This is an optimization exercise on Yosys and OpenROAD, whose aim is small area, not a production implementation. The RTL was checked by simulation tests, not by an equivalence proof against the original design. Power and IR drop assume default switching activity.

==> flow/design.v <==
module bcd_incrementer(
	input wire[3:0] bcd_in,
	input wire enable,
	output wire[3:0] bcd_out,
	output wire carry
);
localparam nine = 4'b1001;
localparam one  = 4'b0001;
localparam zero = 4'b0000;
assign bcd_out = enable == 1'b1 ? bcd_in == nine ? zero : bcd_in + one : bcd_in;
assign carry = enable == 1'b1 ? bcd_in == nine ? 1'b1 : 1'b0 : 1'b0;
endmodule
module bcd_incrementer_5digit(
	bcd_in, 
	bcd_out,
	enable
);
input wire [19:0] bcd_in;
output wire [19:0] bcd_out;
input wire enable;
wire c3, c2, c1, c0;
wire temp;
bcd_incrementer bcd_digit4(
	.bcd_in(bcd_in[3:0]),
	.enable(enable), 
	.bcd_out(bcd_out[3:0]), 
	.carry(c3));
bcd_incrementer bcd_digit3(
	.bcd_in(bcd_in[7:4]),
	.enable(c3), 
	.bcd_out(bcd_out[7:4]), 
	.carry(c2));
bcd_incrementer bcd_digit2(
	.bcd_in(bcd_in[11:8]),
	.enable(c2), 
	.bcd_out(bcd_out[11:8]), 
	.carry(c1));
bcd_incrementer bcd_digit1(
	.bcd_in(bcd_in[15:12]),
	.enable(c1), 
	.bcd_out(bcd_out[15:12]), 
	.carry(c0));
bcd_incrementer bcd_digit0(
	.bcd_in(bcd_in[19:16]),
	.enable(c0), 
	.bcd_out(bcd_out[19:16]), 
	.carry(temp));
endmodule
module lcd_clock_divider(
	clk,
	rst,
	clk_div,
	tick);
input clk;
input rst;
output reg clk_div;
output wire tick;
localparam clk_div_ticks = 8 - 1;
reg  [2:0] counter; 
always @(posedge clk) begin
	if(!rst) begin
		counter <= 0;
		clk_div <= 0;
	end else begin
		counter <= counter+1; 
		if(counter == clk_div_ticks) begin										
			clk_div <= ~clk_div; 
		end
	end
end
assign tick = (counter == clk_div_ticks) && !clk_div;
endmodule
module ram(
	clk, 
	rst,
	read_address,
	d,
	write_address,
	q,
	we
);
	input wire clk;
	input wire rst;
	input [5:0] read_address;
	input [7:0] d;  
	input [5:0] write_address;
	output reg [7:0] q;  
	input  we;
	localparam [511:0] INIT = 512'h7e6e756620736920676f6c697265567e20534d202a30312a205952455645202020206465746e656d6572636e492020204843544157504f54532030302e303030;
	reg [511:0] mem;
	always @(posedge clk) begin
		if(!rst) begin
			mem <= INIT;
			q <= 8'h00;
		end else begin
			if(we) begin
				mem[write_address*8 +: 8] <= d;
			end
			q <= mem[read_address*8 +: 8];
		end
	end
endmodule
module LCD12864 (clk, rst, rs, rw, en, dat, address_out, data_in);  
 input clk;  
 input rst;
 output rs,rw,en;
 output [7:0] dat; 
 output reg [5:0] address_out;  
 input [7:0] data_in;       
 reg [7:0] dat; 
 reg rs;   
 reg [3:0] next;
 wire clk_display; 
 wire display_tick;
 reg [3:0] x;
 localparam  set0=4'h0; 
 localparam  set1=4'h1; 
 localparam  set2=4'h2; 
 localparam  set3=4'h3; 
 localparam  move_to_row1=4'h4; 
 localparam  move_to_row2=4'h5;
 localparam  move_to_row3=4'h6;  
 localparam  row0=4'h7; 
 localparam  row1=4'h8; 
 localparam  row2=4'h9; 
 localparam  row3=4'hA;    
 localparam  loop=4'hF; 
 localparam line0=8'h80;
 localparam line1=8'h90;
 localparam line2=8'h88;
 localparam line3=8'h98;
 localparam SET_8BIT_BASIC_INSTR = 8'b00110000;
 localparam SET_DISP_ON_CURSOR_OFF_BLINK_OFF = 8'b00001100;
 localparam SET_CURSOR_POS = 8'b00000110;
 localparam CLEAR = 8'h1;
 localparam STANDBY = 8'b00000000;
 localparam HOME = 8'b00000010;
 task write_characters_row;
	input [2:0] y;
	input [3:0] next_state;
	begin
		rs <= 1;
		dat <= data_in;
		address_out <= y*16 + x + 1;
		x <= x + 4'h1;
		if(x == 15) begin
			next <= next_state;
		end
	end
 endtask
 task command;
	input [7:0] data;
	input [3:0] next_state;
	begin
		rs <= 0;
		dat <= data;
		next <= next_state;
	end
 endtask
  lcd_clock_divider divider(
	.clk(clk),
	.rst(rst),
	.clk_div(clk_display),
	.tick(display_tick)
 );
always @(posedge clk) 
begin 
 if(!rst) begin
  next <= set0;
  x <= 0;
  address_out <= 0;
  rs <= 0;
  dat <= 0;
 end else if(display_tick) begin
  case(next) 
    set0: begin command(SET_8BIT_BASIC_INSTR, set1); end
    set1: begin command(SET_DISP_ON_CURSOR_OFF_BLINK_OFF, set2); end  
    set2: begin command(SET_CURSOR_POS, set3); end  
    set3: begin command(SET_8BIT_BASIC_INSTR, row0); x <= 0; address_out <= 0; end
	 row0: begin
		write_characters_row(0, move_to_row1);
	 end
    move_to_row1:   begin command(line1, row1); x <= 0; address_out <= 16; end 
	 row1: begin
		write_characters_row(1, move_to_row2);
	 end
    move_to_row2:   begin command(line2, row2); x <= 0; address_out <= 32; end 
	 row2: begin
		write_characters_row(2, move_to_row3);
	 end
    move_to_row3:   begin command(line3, row3); x <= 0; address_out <= 48; end
	 row3: begin
		write_characters_row(3, loop);
	 end
	 loop: begin command(HOME, set0);
	  end
   default:   next <= set0; 
    endcase 
 end 
end 
assign en=clk_display; 
assign rw=0; 
endmodule
module lcd_top (clk, rs, rw, en, dat, led, rst);  
 input clk;  
 output wire [7:0] dat; 
 output wire rs,rw,en; 
 output led;
 input rst;
 reg we;  
 reg [5:0] write_address;
 wire [5:0] read_address;
 reg [7:0] ram_in;
 wire [7:0] ram_out;
reg [19:0] bcd; 
wire [19:0] bcd_out;
reg [2:0] ram_update_address;
localparam PERIOD_10MS = 6;
localparam ASCII_ZERO = 8'h30;
localparam ASCII_DOT = 8'h2E;
reg [2:0] stopwatch_counter;
reg bcd_incrementer_enable;
  ram ram(
   .clk(clk),
	.rst(rst),
	.q(ram_out), 
	.d(ram_in), 
	.write_address(write_address), 
	.read_address(read_address), 
	.we(we)
	);
	LCD12864 lcd(
		.clk(clk),
		.rst(rst),
		.rs(rs), 
		.rw(rw), 
		.en(en), 
		.dat(dat),
		.address_out(read_address),
		.data_in(ram_out)
	);
	bcd_incrementer_5digit incrementer(
		.bcd_in(bcd), 
		.bcd_out(bcd_out),
		.enable(bcd_incrementer_enable)
	);
 always @(posedge clk)
 begin
	if(!rst) begin  
		bcd <= 0;
		stopwatch_counter <= 0;
		bcd_incrementer_enable <= 0;
	end else begin
		stopwatch_counter <= stopwatch_counter + 1;
		bcd_incrementer_enable <= 0;
		if(stopwatch_counter == PERIOD_10MS)
		begin
			stopwatch_counter <= 0;
			bcd_incrementer_enable <= 1;
		end
		bcd <= bcd_out;
	end
 end
 always @(posedge clk)
 begin
	if(!rst) begin
		we <= 0;
		ram_update_address <= 0;
		write_address <= 0;
		ram_in <= 0;
	end else begin
	we <= 1;
	ram_update_address <= ram_update_address + 1;
	write_address <= ram_update_address;
	case((ram_update_address))
		0: ram_in <= bcd[19:16] + ASCII_ZERO;
		1: ram_in <= bcd[15:12] + ASCII_ZERO;
		2: ram_in <= bcd[11:8] + ASCII_ZERO;
		3: ram_in <= ASCII_DOT;
		4: ram_in <= bcd[7:4] + ASCII_ZERO;
		5: ram_in <= bcd[3:0] + ASCII_ZERO;
		6: we <= 0;		
		7: we <= 0;
	endcase
	end
 end
 assign led = !rst;
endmodule  
==> flow/run.sh <==
#!/bin/bash
# synth_recipe.tcl (not shown) runs the flow's synth.tcl, then flattens the netlist and writes it again
# the make line also repeats each setting of config.mk as NAME=value (left out here)
make -C /OpenROAD-flow-scripts/flow DESIGN_CONFIG=/design/flow/config.mk WORK_HOME=/design/flow/orfs CLKGATE_MAP_FILE= SYNTH_SCRIPT=/design/flow/synth_recipe.tcl finish
==> flow/config.mk <==
export PLATFORM = sky130hd
export DESIGN_NAME = lcd_top
export DESIGN_NICKNAME = lcd_top
export VERILOG_FILES = /design/flow/design.v
export SDC_FILE = /design/flow/constraint.sdc
export NUM_CORES = 4
export LEC_CHECK = 0
export CAP_MARGIN = 20
export CORE_MARGIN = 2
export CORE_UTILIZATION = 40
export SLEW_MARGIN = 20
==> flow/constraint.sdc <==
create_clock -name core_clock -period 10.0 [get_ports {clk}]
set_input_delay 2.0000 -clock core_clock [delete_from_list [all_inputs] [get_ports {clk}]]
set_output_delay 2.0000 -clock core_clock [all_outputs]
set_load 0.01 [all_outputs]
==> run notes, run 1 <==
* Worst Setup End Kind: output port
* Hpwl dp at 27000 um
* Post-synth cell types at 70
* CTS Sinks at 584
* R2R Setup Slk at 6.80 ns
* Share of cells above drive strength 1 at 12.2%
* Number of synthesized flops with an enable pin at 0
* Buffers & Inverters on Critical Path at 3
* Max_cap viols at 0
* Leak at 8.88 nW
* DRT iter0 DRCs at 884
* Share of the synthesized area in the top cell type at 53.1%
* Relative slew slack at 39.2%
* Status: timing/DRC/antenna clean
* Port Buffers at 12
* Initial antenna violation count at 0
* Cts repair resizes at 0
* Hold_buf cts at 0
* CP Launch Type: input pin
* Top FF cell, synth: dfxtp_1
* Min Hold Slack at 0.423 ns
* R2R Path End: ram.mem[33]
* Finished Cell Area at 24400 um^2
* Num rows at 85
* Post-Route Utilization at 45.1%
* Max-slew violations at 0
* WS Path Type: input pin to output port
* Worst-path clk slew at 0.06 ns
* Vias in the first global route at 13542
* Fin crit share at 55.0%
* RSZ-0062 raised after global routing: false
* Req. time, crit path at 8.00 ns
* Total power per unit cell area at 189 nW/um^2
* Post-DP Area at 22500 um^2
* CTS Buf Count at 59
* DRC viols at 0
* Worst min path class: flop to flop
* Die width at 239 um
* Vias per cell at 5.13
* Starting Density at 40.7%
* Reg2reg start: write_address[0]
* Worst Reg-to-Reg Cells at 8
* Crit path max fanout at 112
* Max VDD drop at 0.000125 V
* Largest area contributor in the netlist: dfxtp_1
* Slowest-stage cell, CP: clkdlybuf4s50_1
* Synth Cell Area at 22000 um^2
* Skew-Pair Late Insertion Delay at 0.61 ns
* Die ar. at 56900 um^2
* Total power at 4.62 mW
* Routed len/inst at 16.8 um
* First-pass GRT wire length at 73200 um
* Antenna viol nets, final at 0
* Synth async-reset ratio at 0%
* CP Cell Sequence: buf_8 -> inv_2 -> clkdlybuf4s50_1
* CTS tree: done
* Gate Count Post-Synth at 1929
* Yosys reg bits at 584
* Min-delay src: lcd.divider.counter[0]
* CP Launch Point: rst
* N_diodes at 0
* Area delta synth->final at 11.0%
* RePlAce Congestion at 0.801
* Endpoints failing setup at 0
* Hold Path End: lcd.divider.counter[0]
* Least-Margin Pin Slew at 0.912 ns
* GR Overflow Total at 0
* Final setup skew at 0.0230 ns
* Crit path DAT at 3.50 ns
* Post-synth net total at 1946
* Synth warn at 4
* Fin Setup TNS at 0 ns
* Final min period at 5.50 ns
* TritonRoute pass-1 iters at 5
* Postcts setup bufs at 0
* GRT Overall Usage at 15.8%
* Critical path's largest stage delay at 0.58 ns
* Routed WL at 44300 um
* Sequential share of the synthesized area at 53.1%
* Nets at 1907
* Io pins at 14
* CP delay by family, top: buffers and inverters
* Max Fclk at 0.182 GHz
* Root buffer cell: clkbuf_16
* Via count at 13489
* Min-Delay Path Depth at 1
* Per-instance average area after synthesis at 11.4 um^2
* Largest net degree at the start of global routing at 139
* Core Area at 54100 um^2
* Ranking of synthesized cells by area: dfxtp_1 53%, mux4_2 9.9%, and2_1 7.3%
* Final hold viol count at 0
* CTS max path bufs at 3
* Die Y at 239 um
* CTS H-tree lvls at 2
==> where the power goes <==
part	total, mW	internal [mW]	leakage, nW	switching, mW
logic	0.0866	0.0220	3.21	0.0645
clock network	2.18	1.28	0.958	0.900
registers	2.35	2.33	4.72	0.0115
total	4.62	3.64	8.88	0.976
==> per-stage QoR <==
stage               instances  setup slack [ns]
finish                   2629              4.50
global route             2629              4.41
CTS                      2629              4.51
detailed placement       2525              4.51
global placement         2523              4.53
floorplan                1929              5.37
==> synth_stat cells (3+ instances only) <==
cell	count
a2111oi_0	4
a211oi_1	16
a21boi_0	3
a21o_1	3
a21oi_1	49
a221o_1	11
a221oi_1	3
a22o_1	3
a22oi_1	20
a2bb2oi_1	17
a31oi_1	6
and2_1	258
and3_1	23
buf_1	4
buf_12	5
buf_2	19
buf_4	9
buf_6	7
clkbuf_1	81
dfxtp_1	584
ha_1	15
inv_1	27
mux2_2	12
mux2i_1	38
mux4_1	23
mux4_2	97
nand2_1	83
nand2b_1	192
nand3_1	23
nand3b_1	3
nand4_1	4
nor2_1	89
nor2b_1	22
nor3_1	10
nor3b_1	14
nor4_1	7
o211ai_1	12
o211ai_2	3
o21a_1	4
o21ai_0	44
o22ai_1	22
o32a_1	3
or3_1	5
xnor2_1	9
xor2_1	8
==> logic make-up after synthesis <==
kind of cell,after synthesis,synth area share [%]
DFF,584,53.1
AOI/OAI and AO/OA,242,7.57
xor gates and xnor gates,17,0.676
and+or+nand+nor,746,19.3
other,1,0.0170
buffers and inverters,154,3.50
muxes,170,15.0
adders and majority gates,15,0.852
==> final cells by class <==
type	instances	area, um^2
inverters	28	105
fillers	4902	29700
well taps	696	871
flip-flops and latches	584	11700
repair buffers	26	251
clock inverters	21	203
clock buffers	83	1740
multi-input cells	1191	9570
==> state kept, by name (all words and copies together), names as in the netlist <==
signal	count
ram.mem	512
bcd	20
lcd.dat	8
ram.q	8
lcd.address_out	6
ram_in	6
lcd.next	4
lcd.x	4
lcd.divider.counter	3
ram_update_address	3
stopwatch_counter	3
write_address	3
bcd_incrementer_enable	1
lcd.divider.clk_div	1
lcd.rs	1
we	1
==> worst max-delay path by stage <==
stage | cells after the start | endpoint
2_1_floorplan | 3 | led
5_1_grt | 3 | led
6_report | 3 | led
4_1_cts | 3 | led
3_5_place_dp | 3 | led
3_3_place_gp | 3 | led
==> worst register-to-register path, stage by stage (launching register included) <==
cell and delay (ns):
dfxtp_1 0.46, inv_1 0.11, ha_1 0.23, ha_1 0.53, inv_1 0.17, or4_1 0.72
nand3b_1 0.49, a2bb2oi_1 0.26, nor2_1 0.06
==> layer usage <==
metal / GRT usage (%) / wire length [um] / vias to the layer above
met4: 4.30 / 878 / 0
met3: 2.89 / 1610 / 71
li1: - / - / 6644
met5: 0 / 0 / -
met2: 25.9 / 20500 / 194
met1: 21.6 / 21300 / 6580
==> cell usage in the layout (no fill, tap or decap), types with 12 or more instances in the layout <==
| master | n |
|---|---|
| a211oi_1 | 16 |
| a21oi_1 | 49 |
| a22oi_1 | 20 |
| a2bb2oi_1 | 17 |
| and2_1 | 258 |
| and3_1 | 23 |
| clkbuf_16 | 61 |
| clkbuf_8 | 13 |
| dfxtp_1 | 581 |
| ha_1 | 15 |
| inv_1 | 27 |
| mux2_2 | 12 |
| mux2i_1 | 38 |
| mux4_1 | 23 |
| mux4_2 | 97 |
| nand2_1 | 83 |
| nand2b_1 | 192 |
| nand3_1 | 23 |
| nor2_1 | 89 |
| nor2b_1 | 22 |
| nor3b_1 | 14 |
| o211ai_1 | 12 |
| o21ai_0 | 44 |
| o22ai_1 | 22 |
==> inputs of run 2 (changes only) <==
==> flow/design.v (replaced) <==
module lcd_top (clk, rs, rw, en, dat, led, rst);
 input clk;
 output [7:0] dat;
 output rs, rw, en;
 output led;
 input rst;
 reg [3:0] s;       
 reg [6:0] p;       
 reg [2:0] c;       
 reg [19:0] B;      
 reg [3:0] D;       
 wire tick = (s == 4'd7);
 wire cnt = (c == 3'd7);
 wire [3:0] d0 = B[3:0], d1 = B[7:4], d2 = B[11:8], d3 = B[15:12], d4 = B[19:16];
 wire n0 = d0[3] & d0[0];
 wire n1 = d1[3] & d1[0];
 wire n2 = d2[3] & d2[0];
 wire n3 = d3[3] & d3[0];
 function [3:0] inc10; input [3:0] x; inc10 = (x[3] & x[0]) ? 4'd0 : x + 4'd1; endfunction
 wire e1 = n0, e2 = n0 & n1, e3 = n0 & n1 & n2, e4 = n0 & n1 & n2 & n3;
 wire z0 = (d0 == 0), z1 = (d1 == 0), z2 = (d2 == 0), z3 = (d3 == 0);
 reg [3:0] sel;
 reg [1:0] dec;
 always @* begin
  sel = d0; dec = 2'd0;
  case (p)
   7'd3: begin sel = d4; dec = {1'b0, z0 & z1 & z2 & z3}; end
   7'd4: begin sel = d3; dec = {1'b0, (c != 3'd7) & z0 & z1 & z2}; end
   7'd5: begin sel = d2; dec = {1'b0, (c != 3'd7) & (c != 3'd6) & z0 & z1}; end
   7'd7: begin sel = d1; dec = {1'b0, (c == 3'd1 || c == 3'd2 || c == 3'd3) & z0}; end
   default: begin sel = d0; dec = (c == 3'd1 || c == 3'd2 || c == 3'd3) ? 2'd2 : 2'd1; end
  endcase
 end
 wire [4:0] diff = {1'b0, sel} - {3'b0, dec};
 wire [3:0] dnext = diff[4] ? diff[3:0] + 4'd10 : diff[3:0];
 always @(posedge clk) begin
  if (!rst) begin
   s <= 0; p <= 7'd127; c <= 0; B <= 0;
  end else begin
   s <= s + 4'd1;
   if (tick) p <= (p == 7'd71) ? 7'd0 : p + 7'd1;
   c <= cnt ? 3'd1 : c + 3'd1;
   if (cnt) begin
    B[3:0] <= inc10(d0);
    if (e1) B[7:4] <= inc10(d1);
    if (e2) B[11:8] <= inc10(d2);
    if (e3) B[15:12] <= inc10(d3);
    if (e4) B[19:16] <= inc10(d4);
   end
  end
 end
 always @(posedge clk)
  if (tick && (p == 7'd3 || p == 7'd4 || p == 7'd5 || p == 7'd7 || p == 7'd8)) D <= dnext;
 reg [8:0] o;
 always @* begin
  case (p)
   7'd0: o = 9'h030; 7'd1: o = 9'h00C; 7'd2: o = 9'h006; 7'd3: o = 9'h030;
   7'd4, 7'd5, 7'd6, 7'd8, 7'd9: o = {5'b1_0011, D};
   7'd7: o = 9'h12E;
   7'd10: o = 9'h120; 7'd11: o = 9'h153; 7'd12: o = 9'h154; 7'd13: o = 9'h14F;
   7'd14: o = 9'h150; 7'd15: o = 9'h157; 7'd16: o = 9'h141; 7'd17: o = 9'h154;
   7'd18: o = 9'h143; 7'd19: o = 9'h148;
   7'd20: o = 9'h090;
   7'd21: o = 9'h120; 7'd22: o = 9'h120; 7'd23: o = 9'h120; 7'd24: o = 9'h149;
   7'd25: o = 9'h16E; 7'd26: o = 9'h163; 7'd27: o = 9'h172; 7'd28: o = 9'h165;
   7'd29: o = 9'h16D; 7'd30: o = 9'h165; 7'd31: o = 9'h16E; 7'd32: o = 9'h174;
   7'd33: o = 9'h165; 7'd34: o = 9'h164; 7'd35: o = 9'h120; 7'd36: o = 9'h120;
   7'd37: o = 9'h088;
   7'd38: o = 9'h120; 7'd39: o = 9'h120; 7'd40: o = 9'h145; 7'd41: o = 9'h156;
   7'd42: o = 9'h145; 7'd43: o = 9'h152; 7'd44: o = 9'h159; 7'd45: o = 9'h120;
   7'd46: o = 9'h12A; 7'd47: o = 9'h131; 7'd48: o = 9'h130; 7'd49: o = 9'h12A;
   7'd50: o = 9'h120; 7'd51: o = 9'h14D; 7'd52: o = 9'h153; 7'd53: o = 9'h120;
   7'd54: o = 9'h098;
   7'd55: o = 9'h17E; 7'd56: o = 9'h156; 7'd57: o = 9'h165; 7'd58: o = 9'h172;
   7'd59: o = 9'h169; 7'd60: o = 9'h16C; 7'd61: o = 9'h16F; 7'd62: o = 9'h167;
   7'd63: o = 9'h120; 7'd64: o = 9'h169; 7'd65: o = 9'h173; 7'd66: o = 9'h120;
   7'd67: o = 9'h166; 7'd68: o = 9'h175; 7'd69: o = 9'h16E; 7'd70: o = 9'h17E;
   7'd71: o = 9'h002;
   default: o = 9'h000;
  endcase
 end
 assign rs = o[8];
 assign dat = o[7:0];
 assign en = s[3];
 assign rw = 1'b0;
 assign led = !rst;
endmodule
==> run 2 against run 1 <==
Area after synthesis fell by 85%. Global-route usage rose by 5.4 points. Clock skew decreased by 0.019 ns. Critical path depth unchanged. Maximum frequency is 7.7% lower. Register-to-register slack worse by 1.3 ns. Critical path type unchanged. Hold slack better by 0.032 ns.
==> run notes, run 2 <==
* Status: timing/DRC/antenna clean
* CTS max path bufs at 2
* Ranking of synthesized cells by area: dfxtp_1 20%, ha_1 8.1%, nand2_1 5.8%
* Max Fclk at 0.168 GHz
* Clock share of power at 33.5%
* NetSw at 0.0833 mW
* Crit path depth at 3
* WS Path Type: input pin to output port
* N_diodes at 0
* Gate Count Post-Synth at 454
* Min-Delay Path Depth at 1
* Starting Density at 41.3%
* Post-synth top cells: 53 x nand2_1, 46 x nor2_1, 34 x dfxtp_1
* Count leader, synth: nand2_1
* Die Y at 96.3 um
* Most frequent cells in the layout: 53 x nand2_1, 46 x nor2_1, 34 x dfxtp_1
* Sw frac at 26.8%
* Largest register by flop count: B
* Post-synth net total at 479
* Final min period at 5.96 ns
* Max_cap viols at 0
* Per-instance average area after synthesis at 7.51 um^2
* Vias in the first global route at 3123
* Cts repair resizes at 0
* RSZ-0062 raised after global routing: false
* Worst Reg-to-Reg Cells at 16
* CP delay by family, top: buffers and inverters
* Die ar. at 9280 um^2
* Area delta synth->final at 5.10%
* TritonRoute pass-1 iters at 5
* Vias per cell at 6.14
* Max VDD drop at 0.0000806 V
* Skew-Pair Late Insertion Delay at 0.29 ns
* M3 GR Usage at 3.37%
* CTS Buf Count at 5
* Routed WL at 9420 um
* CP Launch Type: input pin
* Port Buffers at 12
* Buffers & Inverters on Critical Path at 3
* DRT iter0 DRCs at 219
* Core Area at 8260 um^2
* Share of cells above drive strength 1 at 6.58%
* Share of the synthesized area in the top cell type at 20.0%
* Top cell by count, worst path: clkdlybuf4s50_1
* Number of synthesized flops with an enable pin at 4
* Antenna viol nets, final at 0
* Largest area contributor in the netlist: dfxtp_1
* GR Util met1 at 28.2%
* Die width at 96.3 um
* Seq. cell area at 801 um^2
* Biggest regs: B (20), p (7)
* Hpwl dp at 6720 um
* Num rows at 33
* Commonest non-fill, non-tap cell in the layout: nand2_1
* Least-Margin Pin Slew at 1.10 ns
* Final hold viol count at 0
* Worst min path class: flop to flop
* CP Cell Sequence: clkdlybuf4s50_1 -> inv_1 -> clkdlybuf4s50_1
* Post-Route Utilization at 43.4%
* Root buffer cell: clkbuf_8
* Post-synth cell types at 75
* FILL cells at 873
* Worst-path clk slew at 0.08 ns
* CTS H-tree lvls at 2
* Largest register FFs at 20
* Area of the multi-input gates at 2350 um^2
* Slowest-stage cell, CP: clkdlybuf4s50_1
* Final setup skew at 0.00396 ns
* Io pins at 14
* Req. time, crit path at 8.00 ns
* DRC viols at 0
* Met2 usage at 34.3%
* Yosys reg bits at 38
* Logic pwr share at 14.7%
* Synth Cell Area at 3410 um^2
* Fin Setup TNS at 0 ns
* Postcts setup bufs at 0
* Relative slew slack at 26.7%
* Sequential share of the synthesized area at 23.5%
* Fin crit share at 59.6%
* Min Hold Slack at 0.456 ns
* Synth warn at 1
* Crit path DAT at 3.96 ns
* CTS Sinks at 38
* Max-slew violations at 0
* Via count at 3355
* Largest net degree at the start of global routing at 42
* Leak at 1.34 nW
* Nets at 465
* Busiest grt layer: met2
* CTS tree: done
* Reg power frac at 51.8%
* Endpoints failing setup at 0
* RePlAce Congestion at 0.973
* P_int at 0.228 mW
* First-pass GRT wire length at 15600 um
* Routed len/inst at 17.2 um
* Synth async-reset ratio at 0%
* Critical path's largest stage delay at 0.66 ns
* Worst Setup End Kind: output port
* Total power at 0.312 mW
* Crit path max fanout at 22
* Initial antenna violation count at 0
* GRT Overall Usage at 21.3%
* Top FF cell, synth: dfxtp_1
* Total power per unit cell area at 86.9 nW/um^2
* GR Overflow Total at 0
* Hold_buf cts at 0
==> run 2: cell count changes in the layout (fill, tap and decap cells not counted), sizes merged, moves of 28 or more <==
cell    previous run  this run
dfxtp            584        34
nand2             83        53
clkbuf            83         6
a21oi             49        21
and2             258         4
mux4             120         0
mux2i             38         3
nand2b           192         3
nor2              89        47
==> run 2: layer usage <==
layer / wire length, um / share of wire, %
met5: 0 / 0
met2: 4260 / 45
met4: 314 / 3.3
met1: 4280 / 45
met3: 557 / 5.9
==> run 2: through the flow <==
stage	instances	worst slack, ns	instance area (um^2)
2_1_floorplan	454	5.61	3410
3_3_place_gp	538	4.06	3500
3_5_place_dp	538	4.07	3500
4_1_cts	546	4.06	3580
5_1_grt	546	3.90	3580
6_report	546	4.04	3580
==> run 2: worst paths after layout <==
check                            end  slack [ns]  start
worst min register to register  s[0]        0.46   s[0]
worst max register to register  D[3]        5.47   p[1]
worst min-delay path            s[0]        0.46   s[0]
worst max-delay path             led        4.04    rst
==> run 2: cell families after synthesis <==
kind of cell             share of synthesized area [%]
AND/OR/NAND/NOR                                   31.6
AO/OA/AOI/OAI                                     22.9
buffers and inverters                             7.67
flip-flops                                        23.5
adder cells (fa/ha/maj)                           8.66
XOR/XNOR                                          3.60
multiplexers                                      1.98
other                                            0.110
==> run 2: area by class of cell <==
type / count / share of cell area, %
tap: 105 / 3.67
clock inverter: 2 / 0.384
timing repair buffer: 14 / 3.77
clock buffer: 6 / 2.03
sequential: 38 / 22.3
inverter: 22 / 2.30
multi-input combinational: 359 / 65.5
==> run 2: worst reg2reg max path: stages (launching register included) <==
cell	delay, ns
dfxtp_1	0.38
ha_1	0.74
nor2b_1	0.71
nand3_1	0.30
nor2_1	0.16
a31oi_1	0.05
o21ai_0	0.16
ha_1	0.19
inv_1	0.06
fa_1	0.46
xnor2_1	0.20
ha_1	0.16
nor2_1	0.06
or3_1	0.34
o31ai_1	0.21
a2bb2oi_1	0.09
o21ai_1	0.10
==> run 2: power by group through the flow <==
stage / clock [mW] / combinational [mW] / sequential, mW
2_1_floorplan: 0 / 0.0375 / 0.164
3_3_place_gp: 0 / 0.0438 / 0.165
3_5_place_dp: 0 / 0.0455 / 0.165
4_1_cts: 0.108 / 0.0458 / 0.161
5_1_grt: 0.114 / 0.0527 / 0.162
6_report: 0.104 / 0.0457 / 0.161

-- afterwards: timing with drivers on the ports --
Ports are ideal in the flow. The routed layouts listed here were re-timed in OpenROAD.
Step 1 sets driving cells, clkbuf_16 on the clock port and buf_2 on the other inputs (assumed; they add their load-dependent delay and slew).
Step 2 also shifts input and output timing later by t, the mid clock arrival at the registers, as if the neighbouring blocks saw the same clock.
Three values: ideal, step 1, step 2; two values: the first two.
run	t, ns	setup WS [ns]	worst setup path after step 2	clock arrival spread, ns
run 1	0.655	4.500 / 4.444 / 4.444	input to output	0.027 / 0.027
run 2	0.318	4.039 / 4.019 / 4.019	input to output	0.004 / 0.004
After both steps setup and hold are still met in every run listed. For run 1, which loses most, drivers alone change the setup slack by -0.056 ns; drivers and shift together by -0.056 ns.
